This design comes from an exercise in tuning for small area and a short achievable clock period on the open sky130 flow, not from production work.
Function was checked by simulation only, so behaviour that the tests miss may differ from the original.
Power and IR drop assume default switching activity.

<file path="design/flow/tw_rom_p_8_st_1_q_8.mem">
00000100
FF4B00B5
FF000000
FF4BFF4B
</file>
<file path="design/flow/run.sh">
#!/bin/bash
# synth_recipe.tcl (not shown) runs the flow's synth.tcl, then flattens the netlist and writes it again
# the make line also repeats each setting of config.mk as NAME=value (left out here)
make -C /OpenROAD-flow-scripts/flow DESIGN_CONFIG=/design/flow/config.mk WORK_HOME=/design/flow/orfs CLKGATE_MAP_FILE= SYNTH_SCRIPT=/design/flow/synth_recipe.tcl finish
</file>
<file path="design/flow/config.mk">
export PLATFORM = sky130hd
export DESIGN_NAME = bfu_dif_top
export DESIGN_NICKNAME = bfu_dif_top
export VERILOG_FILES = /design/flow/design.v
export SDC_FILE = /design/flow/constraint.sdc
export NUM_CORES = 4
export LEC_CHECK = 0
export CAP_MARGIN = 20
export CORE_MARGIN = 2
export CORE_UTILIZATION = 40
export SLEW_MARGIN = 20
</file>
<file path="design/flow/constraint.sdc">
create_clock -name core_clock -period 6.5 [get_ports {clk}]
set_input_delay 1.3000 -clock core_clock [delete_from_list [all_inputs] [get_ports {clk}]]
set_output_delay 1.3000 -clock core_clock [all_outputs]
set_load 0.01 [all_outputs]
</file>
<file path="design/flow/design.v">
module cmx_add (
    input [31:0] a,
    input [31:0] b,
    input sub_flag,
    output [31:0] c
  );
  wire signed [15:0] a_real = a[15:0];
  wire signed [15:0] a_img = a[31:16];
  wire signed [15:0] b_real = b[15:0];
  wire signed [15:0] b_img = b[31:16];
  wire [15:0] c_real = (sub_flag)? (a_real - b_real):
       a_real + b_real;
  wire [15:0] c_img = (sub_flag)? (a_img - b_img):
       a_img + b_img;
  assign c = {c_img, c_real};     
endmodule
module bfu_internal(
    input [31:0] a,
    input [31:0] b,
    output [31:0] c_plus,
    output [31:0] c_minus
  );
  cmx_add u0_cmx_add_plus(
    .a(a),
    .b(b),
    .sub_flag(1'h0),
    .c(c_plus)
  );
  cmx_add u1_cmx_add_minus(
    .a(a),
    .b(b),
    .sub_flag(1'h1),
    .c(c_minus)
  );
endmodule
module cmx_mult # (parameter AWIDTH = 16, BWIDTH = 16)
  (
    input clk,
    input reset_n,
    input signed [AWIDTH-1:0]      ar, ai,
    input signed [BWIDTH-1:0]      br, bi,
    output signed [AWIDTH+BWIDTH:0] pr, pi
  );
  reg signed [AWIDTH-1:0] ai_d, ai_dd, ai_ddd, ai_dddd   ;
  reg signed [AWIDTH-1:0] ar_d, ar_dd, ar_ddd, ar_dddd   ;
  reg signed [BWIDTH-1:0] bi_d, bi_dd, bi_ddd, br_d, br_dd, br_ddd ;
  reg signed [AWIDTH:0]  addcommon     ;
  reg signed [BWIDTH:0]  addr, addi     ;
  reg signed [AWIDTH+BWIDTH:0] mult0, multr, multi, pr_int, pi_int  ;
  reg signed [AWIDTH+BWIDTH:0] common, commonr1, commonr2   ;
  always @(posedge clk or negedge reset_n)
  begin
    if (!reset_n)
    begin
      ar_d   <= 'h0;
      ar_dd  <= 'h0;
      ai_d   <= 'h0;
      ai_dd  <= 'h0;
      br_d   <= 'h0;
      br_dd  <= 'h0;
      br_ddd <= 'h0;
      bi_d   <= 'h0;
      bi_dd  <= 'h0;
      bi_ddd <= 'h0;
    end
    else
    begin
      ar_d   <= ar;
      ar_dd  <= ar_d;
      ai_d   <= ai;
      ai_dd  <= ai_d;
      br_d   <= br;
      br_dd  <= br_d;
      br_ddd <= br_dd;
      bi_d   <= bi;
      bi_dd  <= bi_d;
      bi_ddd <= bi_dd;
    end
  end
  always @(posedge clk or negedge reset_n)
  begin
    if (!reset_n)
    begin
      addcommon <= 'h0;
      mult0     <= 'h0;
      common    <= 'h0;
    end
    else
    begin
      addcommon <= ar_d - ai_d;
      mult0     <= addcommon * bi_dd;
      common    <= mult0;
    end
  end
  always @(posedge clk or negedge reset_n)
  begin
    if (!reset_n)
    begin
      ar_ddd   <= 'h0;
      ar_dddd  <= 'h0;
      addr     <= 'h0;
      multr    <= 'h0;
      commonr1 <= 'h0;
      pr_int   <= 'h0;
    end
    else
    begin
      ar_ddd   <= ar_dd;
      ar_dddd  <= ar_ddd;
      addr     <= br_ddd - bi_ddd;
      multr    <= addr * ar_dddd;
      commonr1 <= common;
      pr_int   <= multr + commonr1;
    end
  end
  always @(posedge clk or negedge reset_n)
  begin
    if (!reset_n)
    begin
      ai_ddd   <= 'h0;
      ai_dddd  <= 'h0;
      addi     <= 'h0;
      multi    <= 'h0;
      commonr2 <= 'h0;
      pi_int   <= 'h0;
    end
    else
    begin
      ai_ddd   <= ai_dd;
      ai_dddd  <= ai_ddd;
      addi     <= br_ddd + bi_ddd;
      multi    <= addi * ai_dddd;
      commonr2 <= common;
      pi_int   <= multi + commonr2;
    end
  end
  assign pr = pr_int;
  assign pi = pi_int;
endmodule  
module delay_buffer #(
    parameter  BIT_WIDTH = 32,
    parameter  DELAY_STAGES = 6
  ) (
    input clk,
    input reset_n,
    input [BIT_WIDTH-1:0] buf_in,
    output [BIT_WIDTH-1:0] buf_out
  );
  reg [BIT_WIDTH-1:0] r_stages [0:DELAY_STAGES-1];
  integer  i;
  always @(posedge clk or negedge reset_n)
  begin
    if (!reset_n)
    begin
      for (i=0; i<DELAY_STAGES; i=i+1)
      begin
        r_stages[i] <= 'h0;
      end
    end
    else
    begin
      r_stages[0] <= buf_in;
      for (i=0; i<(DELAY_STAGES-1); i=i+1)
      begin
        r_stages[i+1] <= r_stages[i];
      end
    end
  end
  assign buf_out = r_stages[DELAY_STAGES-1];
endmodule
module rom_async (
	addr,
	data
);
	parameter WIDTH = 8;
	parameter DEPTH = 256;
	parameter INIT_F = "";
	localparam ADDRW = $clog2(DEPTH);
	input wire [ADDRW - 1:0] addr;
	output reg [WIDTH - 1:0] data;
	reg [WIDTH - 1:0] memory [0:DEPTH - 1];
	initial begin
		$readmemh("tw_rom_p_8_st_1_q_8.mem", memory);
	end
	always @(*) data = memory[addr];
endmodule
module tw_rom #(parameter ROM_DEPTH = 4,
                  parameter ROM_WIDTH = 32,
                  parameter ROM_FILE = "tw_rom.mem",
                  parameter A_WIDTH = $clog2(ROM_DEPTH)
                 ) (
                   input [A_WIDTH-1:0] addr,
                   output  signed [15:0] tw_real,
                   output  signed [15:0] tw_img
                 );
  rom_async #(
              .WIDTH(ROM_WIDTH),
              .DEPTH(ROM_DEPTH),
              .INIT_F(ROM_FILE)
            ) tw_rom(
              .addr(addr),
              .data({tw_img, tw_real})
            );
endmodule
module bfu_dif_top
  #(parameter  Q_POINT = 8,
    parameter  TW_ROM_DEPTH = 4,
    parameter ADDR_W = $clog2(TW_ROM_DEPTH),
    parameter TW_ROM_FILE = "tw_rom_p_8_st_1_q_8.mem")
   (
     input clk,
     input reset_n,
     input [31:0] a,
     input [31:0] b,
     input [ADDR_W-1:0] tw_addr,
     output [31:0] c_plus,
     output [31:0] c_minus
   );
  function [11:0] kmul;
    input k;
    input [3:0] n;
    begin
      kmul[0] = (k & ~n[3] & ~n[2] & ~n[1] & n[0]) | (k & ~n[3] & ~n[2] & n[1] & n[0]) | (k & ~n[3] & n[2] & ~n[1] & n[0]) | (k & ~n[3] & n[2] & n[1] & n[0]) | (k & n[3] & ~n[2] & ~n[1] & n[0]) | (k & n[3] & ~n[2] & n[1] & n[0]) | (k & n[3] & n[2] & ~n[1] & n[0]) | (k & n[3] & n[2] & n[1] & n[0]);
      kmul[1] = (k & ~n[3] & ~n[2] & n[1] & ~n[0]) | (k & ~n[3] & ~n[2] & n[1] & n[0]) | (k & ~n[3] & n[2] & n[1] & ~n[0]) | (k & ~n[3] & n[2] & n[1] & n[0]) | (k & n[3] & ~n[2] & n[1] & ~n[0]) | (k & n[3] & ~n[2] & n[1] & n[0]) | (k & n[3] & n[2] & n[1] & ~n[0]) | (k & n[3] & n[2] & n[1] & n[0]);
      kmul[2] = (k & ~n[3] & ~n[2] & ~n[1] & n[0]) | (k & ~n[3] & ~n[2] & n[1] & n[0]) | (k & ~n[3] & n[2] & ~n[1] & ~n[0]) | (k & ~n[3] & n[2] & n[1] & ~n[0]) | (k & n[3] & ~n[2] & ~n[1] & n[0]) | (k & n[3] & ~n[2] & n[1] & n[0]) | (k & n[3] & n[2] & ~n[1] & ~n[0]) | (k & n[3] & n[2] & n[1] & ~n[0]);
      kmul[3] = (k & ~n[3] & ~n[2] & n[1] & ~n[0]) | (k & ~n[3] & ~n[2] & n[1] & n[0]) | (k & ~n[3] & n[2] & ~n[1] & n[0]) | (k & ~n[3] & n[2] & n[1] & ~n[0]) | (k & n[3] & ~n[2] & ~n[1] & ~n[0]) | (k & n[3] & ~n[2] & ~n[1] & n[0]) | (k & n[3] & n[2] & ~n[1] & ~n[0]) | (k & n[3] & n[2] & n[1] & n[0]);
      kmul[4] = (k & ~n[3] & ~n[2] & ~n[1] & n[0]) | (k & ~n[3] & ~n[2] & n[1] & n[0]) | (k & ~n[3] & n[2] & ~n[1] & ~n[0]) | (k & ~n[3] & n[2] & n[1] & ~n[0]) | (k & ~n[3] & n[2] & n[1] & n[0]) | (k & n[3] & ~n[2] & ~n[1] & n[0]) | (k & n[3] & ~n[2] & n[1] & ~n[0]) | (k & n[3] & n[2] & ~n[1] & ~n[0]) | (k & n[3] & n[2] & ~n[1] & n[0]) | (k & n[3] & n[2] & n[1] & n[0]);
      kmul[5] = (k & ~n[3] & ~n[2] & ~n[1] & n[0]) | (k & ~n[3] & ~n[2] & n[1] & ~n[0]) | (k & ~n[3] & n[2] & n[1] & ~n[0]) | (k & ~n[3] & n[2] & n[1] & n[0]) | (k & n[3] & ~n[2] & ~n[1] & ~n[0]) | (k & n[3] & n[2] & ~n[1] & ~n[0]) | (k & n[3] & n[2] & ~n[1] & n[0]) | (k & n[3] & n[2] & n[1] & ~n[0]);
      kmul[6] = (k & ~n[3] & ~n[2] & n[1] & ~n[0]) | (k & ~n[3] & n[2] & ~n[1] & ~n[0]) | (k & ~n[3] & n[2] & n[1] & n[0]) | (k & n[3] & ~n[2] & ~n[1] & n[0]) | (k & n[3] & ~n[2] & n[1] & n[0]) | (k & n[3] & n[2] & ~n[1] & ~n[0]) | (k & n[3] & n[2] & n[1] & ~n[0]);
      kmul[7] = (k & ~n[3] & ~n[2] & ~n[1] & n[0]) | (k & ~n[3] & n[2] & ~n[1] & ~n[0]) | (k & ~n[3] & n[2] & ~n[1] & n[0]) | (k & ~n[3] & n[2] & n[1] & n[0]) | (k & n[3] & ~n[2] & ~n[1] & ~n[0]) | (k & n[3] & ~n[2] & n[1] & n[0]) | (k & n[3] & n[2] & n[1] & ~n[0]) | (k & n[3] & n[2] & n[1] & n[0]);
      kmul[8] = (~k & ~n[3] & ~n[2] & ~n[1] & n[0]) | (~k & ~n[3] & ~n[2] & n[1] & n[0]) | (~k & ~n[3] & n[2] & ~n[1] & n[0]) | (~k & ~n[3] & n[2] & n[1] & n[0]) | (~k & n[3] & ~n[2] & ~n[1] & n[0]) | (~k & n[3] & ~n[2] & n[1] & n[0]) | (~k & n[3] & n[2] & ~n[1] & n[0]) | (~k & n[3] & n[2] & n[1] & n[0]) | (k & ~n[3] & ~n[2] & n[1] & ~n[0]) | (k & ~n[3] & n[2] & ~n[1] & n[0]) | (k & n[3] & ~n[2] & ~n[1] & ~n[0]) | (k & n[3] & ~n[2] & n[1] & ~n[0]) | (k & n[3] & ~n[2] & n[1] & n[0]) | (k & n[3] & n[2] & ~n[1] & n[0]) | (k & n[3] & n[2] & n[1] & ~n[0]);
      kmul[9] = (~k & ~n[3] & ~n[2] & n[1] & ~n[0]) | (~k & ~n[3] & ~n[2] & n[1] & n[0]) | (~k & ~n[3] & n[2] & n[1] & ~n[0]) | (~k & ~n[3] & n[2] & n[1] & n[0]) | (~k & n[3] & ~n[2] & n[1] & ~n[0]) | (~k & n[3] & ~n[2] & n[1] & n[0]) | (~k & n[3] & n[2] & n[1] & ~n[0]) | (~k & n[3] & n[2] & n[1] & n[0]) | (k & ~n[3] & ~n[2] & n[1] & n[0]) | (k & ~n[3] & n[2] & ~n[1] & ~n[0]) | (k & ~n[3] & n[2] & ~n[1] & n[0]) | (k & n[3] & ~n[2] & ~n[1] & n[0]) | (k & n[3] & ~n[2] & n[1] & ~n[0]) | (k & n[3] & ~n[2] & n[1] & n[0]) | (k & n[3] & n[2] & n[1] & n[0]);
      kmul[10] = (~k & ~n[3] & n[2] & ~n[1] & ~n[0]) | (~k & ~n[3] & n[2] & ~n[1] & n[0]) | (~k & ~n[3] & n[2] & n[1] & ~n[0]) | (~k & ~n[3] & n[2] & n[1] & n[0]) | (~k & n[3] & n[2] & ~n[1] & ~n[0]) | (~k & n[3] & n[2] & ~n[1] & n[0]) | (~k & n[3] & n[2] & n[1] & ~n[0]) | (~k & n[3] & n[2] & n[1] & n[0]) | (k & ~n[3] & n[2] & n[1] & ~n[0]) | (k & ~n[3] & n[2] & n[1] & n[0]) | (k & n[3] & ~n[2] & ~n[1] & ~n[0]) | (k & n[3] & ~n[2] & ~n[1] & n[0]) | (k & n[3] & ~n[2] & n[1] & ~n[0]) | (k & n[3] & ~n[2] & n[1] & n[0]);
      kmul[11] = (~k & n[3] & ~n[2] & ~n[1] & ~n[0]) | (~k & n[3] & ~n[2] & ~n[1] & n[0]) | (~k & n[3] & ~n[2] & n[1] & ~n[0]) | (~k & n[3] & ~n[2] & n[1] & n[0]) | (~k & n[3] & n[2] & ~n[1] & ~n[0]) | (~k & n[3] & n[2] & ~n[1] & n[0]) | (~k & n[3] & n[2] & n[1] & ~n[0]) | (~k & n[3] & n[2] & n[1] & n[0]) | (k & n[3] & n[2] & ~n[1] & ~n[0]) | (k & n[3] & n[2] & ~n[1] & n[0]) | (k & n[3] & n[2] & n[1] & ~n[0]) | (k & n[3] & n[2] & n[1] & n[0]);
    end
  endfunction
  function [7:0] kmul_top;
    input k;
    input [1:0] n;
    begin
      kmul_top[0] = (k & ~n[1] & n[0]) | (k & n[1] & n[0]);
      kmul_top[1] = (k & n[1] & ~n[0]) | (k & n[1] & n[0]);
      kmul_top[2] = (k & ~n[1] & n[0]) | (k & n[1] & ~n[0]);
      kmul_top[3] = (k & n[1] & n[0]);
      kmul_top[4] = (k & ~n[1] & n[0]) | (k & n[1] & ~n[0]);
      kmul_top[5] = (k & ~n[1] & n[0]);
      kmul_top[6] = (k & n[1] & n[0]);
      kmul_top[7] = (k & ~n[1] & n[0]) | (k & n[1] & ~n[0]);
    end
  endfunction
  reg [31:0] a1, b1;
  reg [1:0] tw1;
  always @(posedge clk) begin
    a1 <= a; b1 <= b; tw1 <= tw_addr;
  end
  wire [8:0] srL = {1'b0, a1[7:0]} + {1'b0, b1[7:0]};
  wire [8:0] siL = {1'b0, a1[23:16]} + {1'b0, b1[23:16]};
  wire [8:0] ndL = {1'b0, b1[7:0]} + {1'b0, ~a1[7:0]} + {1'b1};
  wire [8:0] diL = {1'b0, a1[23:16]} + {1'b0, ~b1[23:16]} + {1'b1};
  reg [7:0] sr2, si2, nd2, di2;
  reg csr2, csi2, cnd2, cdi2;
  reg [7:0] arh2, aih2, brh2, bih2;
  reg [1:0] tw2;
  always @(posedge clk) begin
    sr2 <= srL[7:0]; si2 <= siL[7:0]; nd2 <= ndL[7:0]; di2 <= diL[7:0];
    csr2 <= srL[8]; csi2 <= siL[8]; cnd2 <= ndL[8]; cdi2 <= diL[8];
    arh2 <= a1[15:8]; aih2 <= a1[31:24]; brh2 <= b1[15:8]; bih2 <= b1[31:24];
    tw2 <= tw1;
  end
  wire [8:0] srH = {1'b0, arh2} + {1'b0, brh2} + {csr2};
  wire [8:0] siH = {1'b0, aih2} + {1'b0, bih2} + {csi2};
  wire [8:0] ndH = {1'b0, brh2} + {1'b0, ~arh2} + {cnd2};
  wire [8:0] diH = {1'b0, aih2} + {1'b0, ~bih2} + {cdi2};
  wire t2_0 = tw2 == 2'd0, t2_2 = tw2 == 2'd2, t2_3 = tw2 == 2'd3;
  wire [7:0] xrL = t2_2 ? 8'd0 : (t2_3 ? nd2 : ~nd2);
  wire [7:0] yrL = t2_0 ? 8'd0 : di2;
  wire [7:0] xiL = t2_0 ? 8'd0 : nd2;
  wire [7:0] yiL = t2_2 ? 8'd0 : (t2_3 ? ~di2 : di2);
  wire [8:0] urL = {1'b0, xrL} + {1'b0, yrL} + {~tw2[1]};
  wire [8:0] uiL = {1'b0, xiL} + {1'b0, yiL} + {t2_3};
  reg [31:0] p3;
  reg [7:0] ndh3, dih3, url3, uil3;
  reg cur3, cui3, ndz3;
  reg [1:0] tw3;
  always @(posedge clk) begin
    p3 <= {siH[7:0], si2, srH[7:0], sr2};
    ndh3 <= ndH[7:0]; dih3 <= diH[7:0];
    url3 <= urL[7:0]; uil3 <= uiL[7:0]; cur3 <= urL[8]; cui3 <= uiL[8];
    ndz3 <= nd2 != 8'd0;
    tw3 <= tw2;
  end
  wire nd_neg = ndh3[7] & (ndh3[6:0] != 7'd0 | ndz3);
  wire [9:0] ndxH = {{2{nd_neg}}, ndh3};
  wire [9:0] dixH = {{2{dih3[7]}}, dih3};
  wire t3_0 = tw3 == 2'd0, t3_2 = tw3 == 2'd2, t3_3 = tw3 == 2'd3;
  wire [9:0] xrH = t3_2 ? 10'd0 : (t3_3 ? ndxH : ~ndxH);
  wire [9:0] yrH = t3_0 ? 10'd0 : dixH;
  wire [9:0] xiH = t3_0 ? 10'd0 : ndxH;
  wire [9:0] yiH = t3_2 ? 10'd0 : (t3_3 ? ~dixH : dixH);
  wire [10:0] urH = {1'b0, xrH} + {1'b0, yrH} + {cur3};
  wire [10:0] uiH = {1'b0, xiH} + {1'b0, yiH} + {cui3};
  reg [31:0] p4;
  reg [17:0] ur4, ui4;
  reg k4;
  always @(posedge clk) begin
    p4 <= p3;
    ur4 <= {urH[9:0], url3}; ui4 <= {uiH[9:0], uil3};
    k4 <= tw3[0];
  end
  wire [11:0] rt0 = kmul(k4, ur4[3:0]);
  wire [11:0] rt1 = kmul(k4, ur4[7:4]);
  wire [11:0] rt2 = kmul(k4, ur4[11:8]);
  wire [11:0] rt3 = kmul(k4, ur4[15:12]);
  wire [4:0] rca = rt0[7:4] + rt1[3:0];
  wire rb_cs0 = rt1[4] ^ rt2[0] ^ rt0[8];
  wire rb_cc0 = (rt1[4] & rt2[0]) | (rt1[4] & rt0[8]) | (rt2[0] & rt0[8]);
  wire rb_cs1 = rt1[5] ^ rt2[1] ^ rt0[9];
  wire rb_cc1 = (rt1[5] & rt2[1]) | (rt1[5] & rt0[9]) | (rt2[1] & rt0[9]);
  wire rb_cs2 = rt1[6] ^ rt2[2] ^ rt0[10];
  wire rb_cc2 = (rt1[6] & rt2[2]) | (rt1[6] & rt0[10]) | (rt2[2] & rt0[10]);
  wire rb_cs3 = rt1[7] ^ rt2[3] ^ rt0[11];
  wire rb_cc3 = (rt1[7] & rt2[3]) | (rt1[7] & rt0[11]) | (rt2[3] & rt0[11]);
  wire rb_cs4 = rt1[8] ^ rt2[4] ^ rt3[0];
  wire rb_cc4 = (rt1[8] & rt2[4]) | (rt1[8] & rt3[0]) | (rt2[4] & rt3[0]);
  wire rb_cs5 = rt1[9] ^ rt2[5] ^ rt3[1];
  wire rb_cc5 = (rt1[9] & rt2[5]) | (rt1[9] & rt3[1]) | (rt2[5] & rt3[1]);
  wire rb_cs6 = rt1[10] ^ rt2[6] ^ rt3[2];
  wire rb_cc6 = (rt1[10] & rt2[6]) | (rt1[10] & rt3[2]) | (rt2[6] & rt3[2]);
  wire rb_cs7 = rt1[11] ^ rt2[7] ^ rt3[3];
  wire rb_cc7 = (rt1[11] & rt2[7]) | (rt1[11] & rt3[3]) | (rt2[7] & rt3[3]);
  wire [7:0] rbS = {rb_cs7, rb_cs6, rb_cs5, rb_cs4, rb_cs3, rb_cs2, rb_cs1, rb_cs0};
  wire [7:0] rbC = {rb_cc6, rb_cc5, rb_cc4, rb_cc3, rb_cc2, rb_cc1, rb_cc0, rca[4]};
  wire [7:0] rsb_a = rbS;
  wire [7:0] rsb_b = rbC;
  wire rsb_p0 = rsb_a[0] ^ rsb_b[0];
  wire rsb_g0 = rsb_a[0] & rsb_b[0];
  wire rsb_p1 = rsb_a[1] ^ rsb_b[1];
  wire rsb_g1 = rsb_a[1] & rsb_b[1];
  wire rsb_p2 = rsb_a[2] ^ rsb_b[2];
  wire rsb_g2 = rsb_a[2] & rsb_b[2];
  wire rsb_p3 = rsb_a[3] ^ rsb_b[3];
  wire rsb_g3 = rsb_a[3] & rsb_b[3];
  wire rsb_p4 = rsb_a[4] ^ rsb_b[4];
  wire rsb_g4 = rsb_a[4] & rsb_b[4];
  wire rsb_p5 = rsb_a[5] ^ rsb_b[5];
  wire rsb_g5 = rsb_a[5] & rsb_b[5];
  wire rsb_p6 = rsb_a[6] ^ rsb_b[6];
  wire rsb_g6 = rsb_a[6] & rsb_b[6];
  wire rsb_p7 = rsb_a[7] ^ rsb_b[7];
  wire rsb_g7 = rsb_a[7] & rsb_b[7];
  wire rsb_G0_1 = rsb_g1 | (rsb_p1 & rsb_g0);
  wire rsb_G0_2 = rsb_g2 | (rsb_p2 & rsb_g1);
  wire rsb_P0_2 = rsb_p2 & rsb_p1;
  wire rsb_G0_3 = rsb_g3 | (rsb_p3 & rsb_g2);
  wire rsb_P0_3 = rsb_p3 & rsb_p2;
  wire rsb_G0_4 = rsb_g4 | (rsb_p4 & rsb_g3);
  wire rsb_P0_4 = rsb_p4 & rsb_p3;
  wire rsb_G0_5 = rsb_g5 | (rsb_p5 & rsb_g4);
  wire rsb_P0_5 = rsb_p5 & rsb_p4;
  wire rsb_G0_6 = rsb_g6 | (rsb_p6 & rsb_g5);
  wire rsb_P0_6 = rsb_p6 & rsb_p5;
  wire rsb_G0_7 = rsb_g7 | (rsb_p7 & rsb_g6);
  wire rsb_P0_7 = rsb_p7 & rsb_p6;
  wire rsb_G1_2 = rsb_G0_2 | (rsb_P0_2 & rsb_g0);
  wire rsb_G1_3 = rsb_G0_3 | (rsb_P0_3 & rsb_G0_1);
  wire rsb_G1_4 = rsb_G0_4 | (rsb_P0_4 & rsb_G0_2);
  wire rsb_P1_4 = rsb_P0_4 & rsb_P0_2;
  wire rsb_G1_5 = rsb_G0_5 | (rsb_P0_5 & rsb_G0_3);
  wire rsb_P1_5 = rsb_P0_5 & rsb_P0_3;
  wire rsb_G1_6 = rsb_G0_6 | (rsb_P0_6 & rsb_G0_4);
  wire rsb_P1_6 = rsb_P0_6 & rsb_P0_4;
  wire rsb_G1_7 = rsb_G0_7 | (rsb_P0_7 & rsb_G0_5);
  wire rsb_P1_7 = rsb_P0_7 & rsb_P0_5;
  wire rsb_G2_4 = rsb_G1_4 | (rsb_P1_4 & rsb_g0);
  wire rsb_G2_5 = rsb_G1_5 | (rsb_P1_5 & rsb_G0_1);
  wire rsb_G2_6 = rsb_G1_6 | (rsb_P1_6 & rsb_G1_2);
  wire rsb_G2_7 = rsb_G1_7 | (rsb_P1_7 & rsb_G1_3);
  wire rsb_s0 = rsb_p0;
  wire rsb_s1 = rsb_p1 ^ rsb_g0;
  wire rsb_s2 = rsb_p2 ^ rsb_G0_1;
  wire rsb_s3 = rsb_p3 ^ rsb_G1_2;
  wire rsb_s4 = rsb_p4 ^ rsb_G1_3;
  wire rsb_s5 = rsb_p5 ^ rsb_G2_4;
  wire rsb_s6 = rsb_p6 ^ rsb_G2_5;
  wire rsb_s7 = rsb_p7 ^ rsb_G2_6;
  wire [7:0] rsb = {rsb_s7, rsb_s6, rsb_s5, rsb_s4, rsb_s3, rsb_s2, rsb_s1, rsb_s0};
  wire rsb_co = rsb_G2_7;
  wire [7:0] rsbv = rsb;
  wire rcba = rsb_co, rcbb = rb_cc7;
  wire [11:0] it0 = kmul(k4, ui4[3:0]);
  wire [11:0] it1 = kmul(k4, ui4[7:4]);
  wire [11:0] it2 = kmul(k4, ui4[11:8]);
  wire [11:0] it3 = kmul(k4, ui4[15:12]);
  wire [4:0] ica = it0[7:4] + it1[3:0];
  wire ib_cs0 = it1[4] ^ it2[0] ^ it0[8];
  wire ib_cc0 = (it1[4] & it2[0]) | (it1[4] & it0[8]) | (it2[0] & it0[8]);
  wire ib_cs1 = it1[5] ^ it2[1] ^ it0[9];
  wire ib_cc1 = (it1[5] & it2[1]) | (it1[5] & it0[9]) | (it2[1] & it0[9]);
  wire ib_cs2 = it1[6] ^ it2[2] ^ it0[10];
  wire ib_cc2 = (it1[6] & it2[2]) | (it1[6] & it0[10]) | (it2[2] & it0[10]);
  wire ib_cs3 = it1[7] ^ it2[3] ^ it0[11];
  wire ib_cc3 = (it1[7] & it2[3]) | (it1[7] & it0[11]) | (it2[3] & it0[11]);
  wire ib_cs4 = it1[8] ^ it2[4] ^ it3[0];
  wire ib_cc4 = (it1[8] & it2[4]) | (it1[8] & it3[0]) | (it2[4] & it3[0]);
  wire ib_cs5 = it1[9] ^ it2[5] ^ it3[1];
  wire ib_cc5 = (it1[9] & it2[5]) | (it1[9] & it3[1]) | (it2[5] & it3[1]);
  wire ib_cs6 = it1[10] ^ it2[6] ^ it3[2];
  wire ib_cc6 = (it1[10] & it2[6]) | (it1[10] & it3[2]) | (it2[6] & it3[2]);
  wire ib_cs7 = it1[11] ^ it2[7] ^ it3[3];
  wire ib_cc7 = (it1[11] & it2[7]) | (it1[11] & it3[3]) | (it2[7] & it3[3]);
  wire [7:0] ibS = {ib_cs7, ib_cs6, ib_cs5, ib_cs4, ib_cs3, ib_cs2, ib_cs1, ib_cs0};
  wire [7:0] ibC = {ib_cc6, ib_cc5, ib_cc4, ib_cc3, ib_cc2, ib_cc1, ib_cc0, ica[4]};
  wire [7:0] isb_a = ibS;
  wire [7:0] isb_b = ibC;
  wire isb_p0 = isb_a[0] ^ isb_b[0];
  wire isb_g0 = isb_a[0] & isb_b[0];
  wire isb_p1 = isb_a[1] ^ isb_b[1];
  wire isb_g1 = isb_a[1] & isb_b[1];
  wire isb_p2 = isb_a[2] ^ isb_b[2];
  wire isb_g2 = isb_a[2] & isb_b[2];
  wire isb_p3 = isb_a[3] ^ isb_b[3];
  wire isb_g3 = isb_a[3] & isb_b[3];
  wire isb_p4 = isb_a[4] ^ isb_b[4];
  wire isb_g4 = isb_a[4] & isb_b[4];
  wire isb_p5 = isb_a[5] ^ isb_b[5];
  wire isb_g5 = isb_a[5] & isb_b[5];
  wire isb_p6 = isb_a[6] ^ isb_b[6];
  wire isb_g6 = isb_a[6] & isb_b[6];
  wire isb_p7 = isb_a[7] ^ isb_b[7];
  wire isb_g7 = isb_a[7] & isb_b[7];
  wire isb_G0_1 = isb_g1 | (isb_p1 & isb_g0);
  wire isb_G0_2 = isb_g2 | (isb_p2 & isb_g1);
  wire isb_P0_2 = isb_p2 & isb_p1;
  wire isb_G0_3 = isb_g3 | (isb_p3 & isb_g2);
  wire isb_P0_3 = isb_p3 & isb_p2;
  wire isb_G0_4 = isb_g4 | (isb_p4 & isb_g3);
  wire isb_P0_4 = isb_p4 & isb_p3;
  wire isb_G0_5 = isb_g5 | (isb_p5 & isb_g4);
  wire isb_P0_5 = isb_p5 & isb_p4;
  wire isb_G0_6 = isb_g6 | (isb_p6 & isb_g5);
  wire isb_P0_6 = isb_p6 & isb_p5;
  wire isb_G0_7 = isb_g7 | (isb_p7 & isb_g6);
  wire isb_P0_7 = isb_p7 & isb_p6;
  wire isb_G1_2 = isb_G0_2 | (isb_P0_2 & isb_g0);
  wire isb_G1_3 = isb_G0_3 | (isb_P0_3 & isb_G0_1);
  wire isb_G1_4 = isb_G0_4 | (isb_P0_4 & isb_G0_2);
  wire isb_P1_4 = isb_P0_4 & isb_P0_2;
  wire isb_G1_5 = isb_G0_5 | (isb_P0_5 & isb_G0_3);
  wire isb_P1_5 = isb_P0_5 & isb_P0_3;
  wire isb_G1_6 = isb_G0_6 | (isb_P0_6 & isb_G0_4);
  wire isb_P1_6 = isb_P0_6 & isb_P0_4;
  wire isb_G1_7 = isb_G0_7 | (isb_P0_7 & isb_G0_5);
  wire isb_P1_7 = isb_P0_7 & isb_P0_5;
  wire isb_G2_4 = isb_G1_4 | (isb_P1_4 & isb_g0);
  wire isb_G2_5 = isb_G1_5 | (isb_P1_5 & isb_G0_1);
  wire isb_G2_6 = isb_G1_6 | (isb_P1_6 & isb_G1_2);
  wire isb_G2_7 = isb_G1_7 | (isb_P1_7 & isb_G1_3);
  wire isb_s0 = isb_p0;
  wire isb_s1 = isb_p1 ^ isb_g0;
  wire isb_s2 = isb_p2 ^ isb_G0_1;
  wire isb_s3 = isb_p3 ^ isb_G1_2;
  wire isb_s4 = isb_p4 ^ isb_G1_3;
  wire isb_s5 = isb_p5 ^ isb_G2_4;
  wire isb_s6 = isb_p6 ^ isb_G2_5;
  wire isb_s7 = isb_p7 ^ isb_G2_6;
  wire [7:0] isb = {isb_s7, isb_s6, isb_s5, isb_s4, isb_s3, isb_s2, isb_s1, isb_s0};
  wire isb_co = isb_G2_7;
  wire [7:0] isbv = isb;
  wire icba = isb_co, icbb = ib_cc7;
  reg [31:0] p5;
  reg [7:0] rb5, ib5;
  reg rc5a, rc5b, ic5a, ic5b;
  reg [9:0] rh5, ih5;
  reg k5;
  always @(posedge clk) begin
    p5 <= p4;
    rb5 <= rsbv; ib5 <= isbv;
    rc5a <= rcba; rc5b <= rcbb; ic5a <= icba; ic5b <= icbb;
    rh5 <= ur4[17:8]; ih5 <= ui4[17:8];
    k5 <= k4;
  end
  wire [11:0] rT2 = kmul(k5, rh5[3:0]), rT3 = kmul(k5, rh5[7:4]);
  wire [7:0] rT4 = kmul_top(k5, rh5[9:8]);
  wire rc_cs0 = rT2[8] ^ rT3[4] ^ rT4[0];
  wire rc_cc0 = (rT2[8] & rT3[4]) | (rT2[8] & rT4[0]) | (rT3[4] & rT4[0]);
  wire rc_cs1 = rT2[9] ^ rT3[5] ^ rT4[1];
  wire rc_cc1 = (rT2[9] & rT3[5]) | (rT2[9] & rT4[1]) | (rT3[5] & rT4[1]);
  wire rc_cs2 = rT2[10] ^ rT3[6] ^ rT4[2];
  wire rc_cc2 = (rT2[10] & rT3[6]) | (rT2[10] & rT4[2]) | (rT3[6] & rT4[2]);
  wire rc_cs3 = rT2[11] ^ rT3[7] ^ rT4[3];
  wire rc_cc3 = (rT2[11] & rT3[7]) | (rT2[11] & rT4[3]) | (rT3[7] & rT4[3]);
  wire rc_cs4 = 1'b0 ^ rT3[8] ^ rT4[4];
  wire rc_cc4 = (1'b0 & rT3[8]) | (1'b0 & rT4[4]) | (rT3[8] & rT4[4]);
  wire rc_cs5 = 1'b0 ^ rT3[9] ^ rT4[5];
  wire rc_cc5 = (1'b0 & rT3[9]) | (1'b0 & rT4[5]) | (rT3[9] & rT4[5]);
  wire rc_cs6 = 1'b0 ^ rT3[10] ^ rT4[6];
  wire rc_cc6 = (1'b0 & rT3[10]) | (1'b0 & rT4[6]) | (rT3[10] & rT4[6]);
  wire rc_cs7 = 1'b0 ^ rT3[11] ^ rT4[7];
  wire rc_cc7 = (1'b0 & rT3[11]) | (1'b0 & rT4[7]) | (rT3[11] & rT4[7]);
  wire [7:0] rcS = {rc_cs7, rc_cs6, rc_cs5, rc_cs4, rc_cs3, rc_cs2, rc_cs1, rc_cs0};
  wire [7:0] rcC = {rc_cc6, rc_cc5, rc_cc4, rc_cc3, rc_cc2, rc_cc1, rc_cc0, rc5a};
  wire [7:0] rsc_a = rcS;
  wire [7:0] rsc_b = rcC;
  wire rsc_p0 = rsc_a[0] ^ rsc_b[0];
  wire rsc_g0 = (rsc_a[0] & rsc_b[0]) | (rc5b & (rsc_a[0] ^ rsc_b[0]));
  wire rsc_p1 = rsc_a[1] ^ rsc_b[1];
  wire rsc_g1 = rsc_a[1] & rsc_b[1];
  wire rsc_p2 = rsc_a[2] ^ rsc_b[2];
  wire rsc_g2 = rsc_a[2] & rsc_b[2];
  wire rsc_p3 = rsc_a[3] ^ rsc_b[3];
  wire rsc_g3 = rsc_a[3] & rsc_b[3];
  wire rsc_p4 = rsc_a[4] ^ rsc_b[4];
  wire rsc_g4 = rsc_a[4] & rsc_b[4];
  wire rsc_p5 = rsc_a[5] ^ rsc_b[5];
  wire rsc_g5 = rsc_a[5] & rsc_b[5];
  wire rsc_p6 = rsc_a[6] ^ rsc_b[6];
  wire rsc_g6 = rsc_a[6] & rsc_b[6];
  wire rsc_p7 = rsc_a[7] ^ rsc_b[7];
  wire rsc_g7 = rsc_a[7] & rsc_b[7];
  wire rsc_G0_1 = rsc_g1 | (rsc_p1 & rsc_g0);
  wire rsc_G0_2 = rsc_g2 | (rsc_p2 & rsc_g1);
  wire rsc_P0_2 = rsc_p2 & rsc_p1;
  wire rsc_G0_3 = rsc_g3 | (rsc_p3 & rsc_g2);
  wire rsc_P0_3 = rsc_p3 & rsc_p2;
  wire rsc_G0_4 = rsc_g4 | (rsc_p4 & rsc_g3);
  wire rsc_P0_4 = rsc_p4 & rsc_p3;
  wire rsc_G0_5 = rsc_g5 | (rsc_p5 & rsc_g4);
  wire rsc_P0_5 = rsc_p5 & rsc_p4;
  wire rsc_G0_6 = rsc_g6 | (rsc_p6 & rsc_g5);
  wire rsc_P0_6 = rsc_p6 & rsc_p5;
  wire rsc_G0_7 = rsc_g7 | (rsc_p7 & rsc_g6);
  wire rsc_P0_7 = rsc_p7 & rsc_p6;
  wire rsc_G1_2 = rsc_G0_2 | (rsc_P0_2 & rsc_g0);
  wire rsc_G1_3 = rsc_G0_3 | (rsc_P0_3 & rsc_G0_1);
  wire rsc_G1_4 = rsc_G0_4 | (rsc_P0_4 & rsc_G0_2);
  wire rsc_P1_4 = rsc_P0_4 & rsc_P0_2;
  wire rsc_G1_5 = rsc_G0_5 | (rsc_P0_5 & rsc_G0_3);
  wire rsc_P1_5 = rsc_P0_5 & rsc_P0_3;
  wire rsc_G1_6 = rsc_G0_6 | (rsc_P0_6 & rsc_G0_4);
  wire rsc_P1_6 = rsc_P0_6 & rsc_P0_4;
  wire rsc_G1_7 = rsc_G0_7 | (rsc_P0_7 & rsc_G0_5);
  wire rsc_P1_7 = rsc_P0_7 & rsc_P0_5;
  wire rsc_G2_4 = rsc_G1_4 | (rsc_P1_4 & rsc_g0);
  wire rsc_G2_5 = rsc_G1_5 | (rsc_P1_5 & rsc_G0_1);
  wire rsc_G2_6 = rsc_G1_6 | (rsc_P1_6 & rsc_G1_2);
  wire rsc_G2_7 = rsc_G1_7 | (rsc_P1_7 & rsc_G1_3);
  wire rsc_s0 = rsc_p0 ^ rc5b;
  wire rsc_s1 = rsc_p1 ^ rsc_g0;
  wire rsc_s2 = rsc_p2 ^ rsc_G0_1;
  wire rsc_s3 = rsc_p3 ^ rsc_G1_2;
  wire rsc_s4 = rsc_p4 ^ rsc_G1_3;
  wire rsc_s5 = rsc_p5 ^ rsc_G2_4;
  wire rsc_s6 = rsc_p6 ^ rsc_G2_5;
  wire rsc_s7 = rsc_p7 ^ rsc_G2_6;
  wire [7:0] rsc = {rsc_s7, rsc_s6, rsc_s5, rsc_s4, rsc_s3, rsc_s2, rsc_s1, rsc_s0};
  wire rsc_co = rsc_G2_7;
  wire [7:0] rscv = rsc;
  wire [11:0] iT2 = kmul(k5, ih5[3:0]), iT3 = kmul(k5, ih5[7:4]);
  wire [7:0] iT4 = kmul_top(k5, ih5[9:8]);
  wire ic_cs0 = iT2[8] ^ iT3[4] ^ iT4[0];
  wire ic_cc0 = (iT2[8] & iT3[4]) | (iT2[8] & iT4[0]) | (iT3[4] & iT4[0]);
  wire ic_cs1 = iT2[9] ^ iT3[5] ^ iT4[1];
  wire ic_cc1 = (iT2[9] & iT3[5]) | (iT2[9] & iT4[1]) | (iT3[5] & iT4[1]);
  wire ic_cs2 = iT2[10] ^ iT3[6] ^ iT4[2];
  wire ic_cc2 = (iT2[10] & iT3[6]) | (iT2[10] & iT4[2]) | (iT3[6] & iT4[2]);
  wire ic_cs3 = iT2[11] ^ iT3[7] ^ iT4[3];
  wire ic_cc3 = (iT2[11] & iT3[7]) | (iT2[11] & iT4[3]) | (iT3[7] & iT4[3]);
  wire ic_cs4 = 1'b0 ^ iT3[8] ^ iT4[4];
  wire ic_cc4 = (1'b0 & iT3[8]) | (1'b0 & iT4[4]) | (iT3[8] & iT4[4]);
  wire ic_cs5 = 1'b0 ^ iT3[9] ^ iT4[5];
  wire ic_cc5 = (1'b0 & iT3[9]) | (1'b0 & iT4[5]) | (iT3[9] & iT4[5]);
  wire ic_cs6 = 1'b0 ^ iT3[10] ^ iT4[6];
  wire ic_cc6 = (1'b0 & iT3[10]) | (1'b0 & iT4[6]) | (iT3[10] & iT4[6]);
  wire ic_cs7 = 1'b0 ^ iT3[11] ^ iT4[7];
  wire ic_cc7 = (1'b0 & iT3[11]) | (1'b0 & iT4[7]) | (iT3[11] & iT4[7]);
  wire [7:0] icS = {ic_cs7, ic_cs6, ic_cs5, ic_cs4, ic_cs3, ic_cs2, ic_cs1, ic_cs0};
  wire [7:0] icC = {ic_cc6, ic_cc5, ic_cc4, ic_cc3, ic_cc2, ic_cc1, ic_cc0, ic5a};
  wire [7:0] isc_a = icS;
  wire [7:0] isc_b = icC;
  wire isc_p0 = isc_a[0] ^ isc_b[0];
  wire isc_g0 = (isc_a[0] & isc_b[0]) | (ic5b & (isc_a[0] ^ isc_b[0]));
  wire isc_p1 = isc_a[1] ^ isc_b[1];
  wire isc_g1 = isc_a[1] & isc_b[1];
  wire isc_p2 = isc_a[2] ^ isc_b[2];
  wire isc_g2 = isc_a[2] & isc_b[2];
  wire isc_p3 = isc_a[3] ^ isc_b[3];
  wire isc_g3 = isc_a[3] & isc_b[3];
  wire isc_p4 = isc_a[4] ^ isc_b[4];
  wire isc_g4 = isc_a[4] & isc_b[4];
  wire isc_p5 = isc_a[5] ^ isc_b[5];
  wire isc_g5 = isc_a[5] & isc_b[5];
  wire isc_p6 = isc_a[6] ^ isc_b[6];
  wire isc_g6 = isc_a[6] & isc_b[6];
  wire isc_p7 = isc_a[7] ^ isc_b[7];
  wire isc_g7 = isc_a[7] & isc_b[7];
  wire isc_G0_1 = isc_g1 | (isc_p1 & isc_g0);
  wire isc_G0_2 = isc_g2 | (isc_p2 & isc_g1);
  wire isc_P0_2 = isc_p2 & isc_p1;
  wire isc_G0_3 = isc_g3 | (isc_p3 & isc_g2);
  wire isc_P0_3 = isc_p3 & isc_p2;
  wire isc_G0_4 = isc_g4 | (isc_p4 & isc_g3);
  wire isc_P0_4 = isc_p4 & isc_p3;
  wire isc_G0_5 = isc_g5 | (isc_p5 & isc_g4);
  wire isc_P0_5 = isc_p5 & isc_p4;
  wire isc_G0_6 = isc_g6 | (isc_p6 & isc_g5);
  wire isc_P0_6 = isc_p6 & isc_p5;
  wire isc_G0_7 = isc_g7 | (isc_p7 & isc_g6);
  wire isc_P0_7 = isc_p7 & isc_p6;
  wire isc_G1_2 = isc_G0_2 | (isc_P0_2 & isc_g0);
  wire isc_G1_3 = isc_G0_3 | (isc_P0_3 & isc_G0_1);
  wire isc_G1_4 = isc_G0_4 | (isc_P0_4 & isc_G0_2);
  wire isc_P1_4 = isc_P0_4 & isc_P0_2;
  wire isc_G1_5 = isc_G0_5 | (isc_P0_5 & isc_G0_3);
  wire isc_P1_5 = isc_P0_5 & isc_P0_3;
  wire isc_G1_6 = isc_G0_6 | (isc_P0_6 & isc_G0_4);
  wire isc_P1_6 = isc_P0_6 & isc_P0_4;
  wire isc_G1_7 = isc_G0_7 | (isc_P0_7 & isc_G0_5);
  wire isc_P1_7 = isc_P0_7 & isc_P0_5;
  wire isc_G2_4 = isc_G1_4 | (isc_P1_4 & isc_g0);
  wire isc_G2_5 = isc_G1_5 | (isc_P1_5 & isc_G0_1);
  wire isc_G2_6 = isc_G1_6 | (isc_P1_6 & isc_G1_2);
  wire isc_G2_7 = isc_G1_7 | (isc_P1_7 & isc_G1_3);
  wire isc_s0 = isc_p0 ^ ic5b;
  wire isc_s1 = isc_p1 ^ isc_g0;
  wire isc_s2 = isc_p2 ^ isc_G0_1;
  wire isc_s3 = isc_p3 ^ isc_G1_2;
  wire isc_s4 = isc_p4 ^ isc_G1_3;
  wire isc_s5 = isc_p5 ^ isc_G2_4;
  wire isc_s6 = isc_p6 ^ isc_G2_5;
  wire isc_s7 = isc_p7 ^ isc_G2_6;
  wire [7:0] isc = {isc_s7, isc_s6, isc_s5, isc_s4, isc_s3, isc_s2, isc_s1, isc_s0};
  wire isc_co = isc_G2_7;
  wire [7:0] iscv = isc;
  reg [31:0] p6, m6;
  always @(posedge clk) begin
    p6 <= p5;
    m6 <= {iscv, ib5, rscv, rb5};
  end
  assign c_plus = p6;
  assign c_minus = m6;
endmodule
</file>
==> flow_summary.json <==
{
  "status": "no timing/DRC/antenna violations",
  "io_buffers": 130,
  "drt-pass1-iter-count": 5,
  "multiInputGateArea_sq_um": 8110,
  "synth_edf_count": 0,
  "fmax_mhz": 286,
  "layout_common_cells": "dfxtp_1, inv_1, clkdlybuf4s50_1",
  "worstSetupPathType": "flop to flop",
  "reg2reg_setup_slack_ps": 3010,
  "die_h_microns": 211,
  "via_per_inst": 4.73,
  "start_util": 0.406,
  "grt_pass1_vias": 10900,
  "p_leak_uw": 0.00909,
  "endpoint": "rc5a",
  "grt_max_degree": 46,
  "ir_drop_mv": 0.223,
  "grt_pass1_wl_microns": 51300,
  "postSynthAreaPerCell_sq_um": 10.2,
  "hp-class": "flop to flop",
  "fin_nets": 2028,
  "ys_ff_latch": 409,
  "ys.flop_type": "dfxtp_1",
  "clock-sinks": 409,
  "synth.distinct_cells": 64,
  "cts.repair_timing.setup_buffer_count": 0,
  "diodes": 0,
  "hold_slack_ps": 322,
  "yosys_warnings": 1,
  "dp_hpwl_microns": 22700,
  "r2r_start": "ur4[1]",
  "area_growth_pct": 19.6,
  "fill_cells": 3868,
  "antenna_left": 0,
  "fin_crit_ps": 3490,
  "synth_top_area_share": 0.480,
  "io_pins": 132,
  "tightestPinTransition_ps": 921,
  "critPathMaxFanout": 7,
  "antenna_found_initial": 1,
  "post-route-drc-count": 0,
  "drv_slew": 0,
  "fin_crit_sh": 0.537,
  "reg2regPathDepth": 18,
  "startpoint": "ur4[1]",
  "setup_tns_ps": 0,
  "synthesis.nets": 1911,
  "async_flop_share": 0,
  "cts_buffer_depth": 3,
  "yosysSeqAreaShare": 0.480,
  "synth_area_leaders": "dfxtp_1, ha_1, fa_1",
  "slew_headroom": 0.384,
  "crit_path_start_kind": "flop",
  "insertion_delay_ps": 560,
  "track_usage": 0.140,
  "synth_cells": 1667,
  "cp-end-kind": "flop",
  "power.density_nw_per_um2": 522,
  "drtIter0Drc": 600,
  "finalSetupViolCount": 0,
  "maxCapViolCount": 0,
  "cp.required_ps": 6990,
  "final_common_cell": "dfxtp_1",
  "r2r_end": "rc5a",
  "die_area_sq_um": 44300,
  "drive_gt1_frac": 0.0517,
  "num_rows": 75,
  "root_buffer": "clkbuf_16",
  "cts_max_level": 2,
  "finalWeightedCongestion": 0.846,
  "hold_viol": 0,
  "cts_tree": "done",
  "ctsResizeCount": 0,
  "regArea_sq_um": 8190,
  "synth_top_area_cell": "dfxtp_1",
  "drt-total-wl_microns": 30600,
  "clkTransAtPathRegs_ps": 70,
  "ctsHoldBuffers": 0,
  "synthesis.area_sq_um": 17100,
  "arrival_ps": 3980,
  "skew_ps": 13.9,
  "cts_buffers": 43,
  "core-area_sq_um": 42000,
  "rsz0062_at_grt": "false",
  "die_width_microns": 211,
  "wl_per_cell_microns": 13.0,
  "grt-ovfl-total": 0,
  "vias": 11100
}
## critical path, cell delays in order, from the launching register on
cell	delay [ps]
dfxtp_1	440
inv_1	150
nor2_1	230
nand2_1	80
o311ai_0	110
a21oi_1	80
ha_1	290
nand3_1	70
a311oi_1	250
a21oi_1	100
o21ai_1	210
ha_1	210
inv_1	60
fa_1	400
nor2b_1	130
o21ai_1	80
a21boi_0	270
o21ai_0	140
a21oi_1	140
## where the power goes
| part | switching, uW | internal (uW) |
|---|---|---|
| combinational | 2150 | 2040 |
| clock | 983 | 1710 |
| sequential | 534 | 3240 |
| total | 3670 | 6990 |
## final cells by class
type                            instances  share of cell area
Clock buffer                           60              0.0613
Clock inverter                         20              0.0174
Inverter                              135              0.0248
Multi-Input combinational cell       1062               0.397
Sequential cell                       409               0.401
Tap cell                              539              0.0331
Timing Repair Buffer                  133              0.0649
## registers in the layout, indices dropped and copies added (netlist names), 10 cells and up
register and flops:
p6 32, b1 32, p5 32, ur4 18
rh5 10, p3 32, a1 32, ih5 10
p4 32, ui4 18, m6 32
## cell families after synthesis
group	share of synthesized area
DFF	0.480
and+or+nand+nor	0.118
AOI/OAI and AO/OA	0.137
buffers and inverters	0.0448
adders and majority gates	0.153
xor gates and xnor gates	0.0575
muxes	0.00998
## stage by stage
stage,power [uW],area [sq um],worst slack [ps],util,instances
detailed placement,8040,18800,3050,0.447,2278
global route,11600,20400,2680,0.485,2358
finish,10700,20400,3010,0.485,2358
global placement,7920,18800,3120,0.447,2278
floorplan,6870,17100,3410,-,1667
CTS,10800,20400,3020,0.485,2358
## synth_stat cells, types with 4 or more instances
| library cell | count |
|---|---|
| a211oi_1 | 9 |
| a21boi_0 | 5 |
| a21o_1 | 25 |
| a21oi_1 | 105 |
| a221o_1 | 4 |
| a22o_1 | 11 |
| a22oi_1 | 6 |
| a31oi_1 | 8 |
| and2_1 | 20 |
| and3_1 | 15 |
| and3b_1 | 5 |
| buf_2 | 17 |
| clkbuf_1 | 40 |
| dfxtp_1 | 409 |
| fa_1 | 50 |
| ha_1 | 126 |
| inv_1 | 132 |
| mux2i_1 | 17 |
| nand2_1 | 104 |
| nand2b_1 | 15 |
| nand3_1 | 14 |
| nand3b_1 | 11 |
| nand4_1 | 5 |
| nor2_1 | 73 |
| nor2b_1 | 73 |
| nor3_1 | 34 |
| nor4_1 | 9 |
| o2111ai_1 | 5 |
| o211a_1 | 13 |
| o211ai_1 | 9 |
| o21a_1 | 11 |
| o21ai_0 | 84 |
| o21ai_1 | 14 |
| o21bai_1 | 17 |
| o311ai_0 | 7 |
| or2_2 | 7 |
| xnor2_1 | 60 |
| xor2_1 | 52 |
## worst min path at each step
stage,depth (start not counted),endpoint,slack [ps],startpoint
final,0,p3[1],320,sr2[1]
after global routing,0,p5[1],330,p4[1]
after detailed placement,0,aih2[2],310,a1[26]
after global placement,0,p6[4],310,p5[4]
after floorplan,0,aih2[0],310,a1[24]
after CTS,0,p5[1],320,p4[1]
## layer usage
layer / share of wire / GRT usage / wire [microns]
met5: 0 / 0 / 0
met4: 0.027 / 0.0571 / 837
met3: 0.041 / 0.0256 / 1260
met2: 0.46 / 0.230 / 14000
met1: 0.47 / 0.183 / 14500

-- afterwards: timing with drivers on the ports --
Ports are ideal in the flow. The routed layout listed here was re-timed in OpenROAD.
Step 1, drivers: a clkbuf_16 drives clk and a buf_2 each remaining input, both assumed.
Step 2, shift: input delay + t, output delay - t, t = (earliest + latest rising clock arrival at the registers) / 2. This alone moves slack from input paths to output paths.
a / b / c = no drivers / after step 1 / after step 2; a / b = the first two.
t, ns: 0.604
setup slack, ns: 3.010 / 3.010 / 3.010
latest minus earliest clock arrival (ns): 0.016 / 0.016
worst register clock-pin slew, ns: 0.07 / 0.07
After both steps setup and hold are still met in this run. The setup slack of this run moves by 0.000 ns with the drivers and by 0.000 ns with both steps.
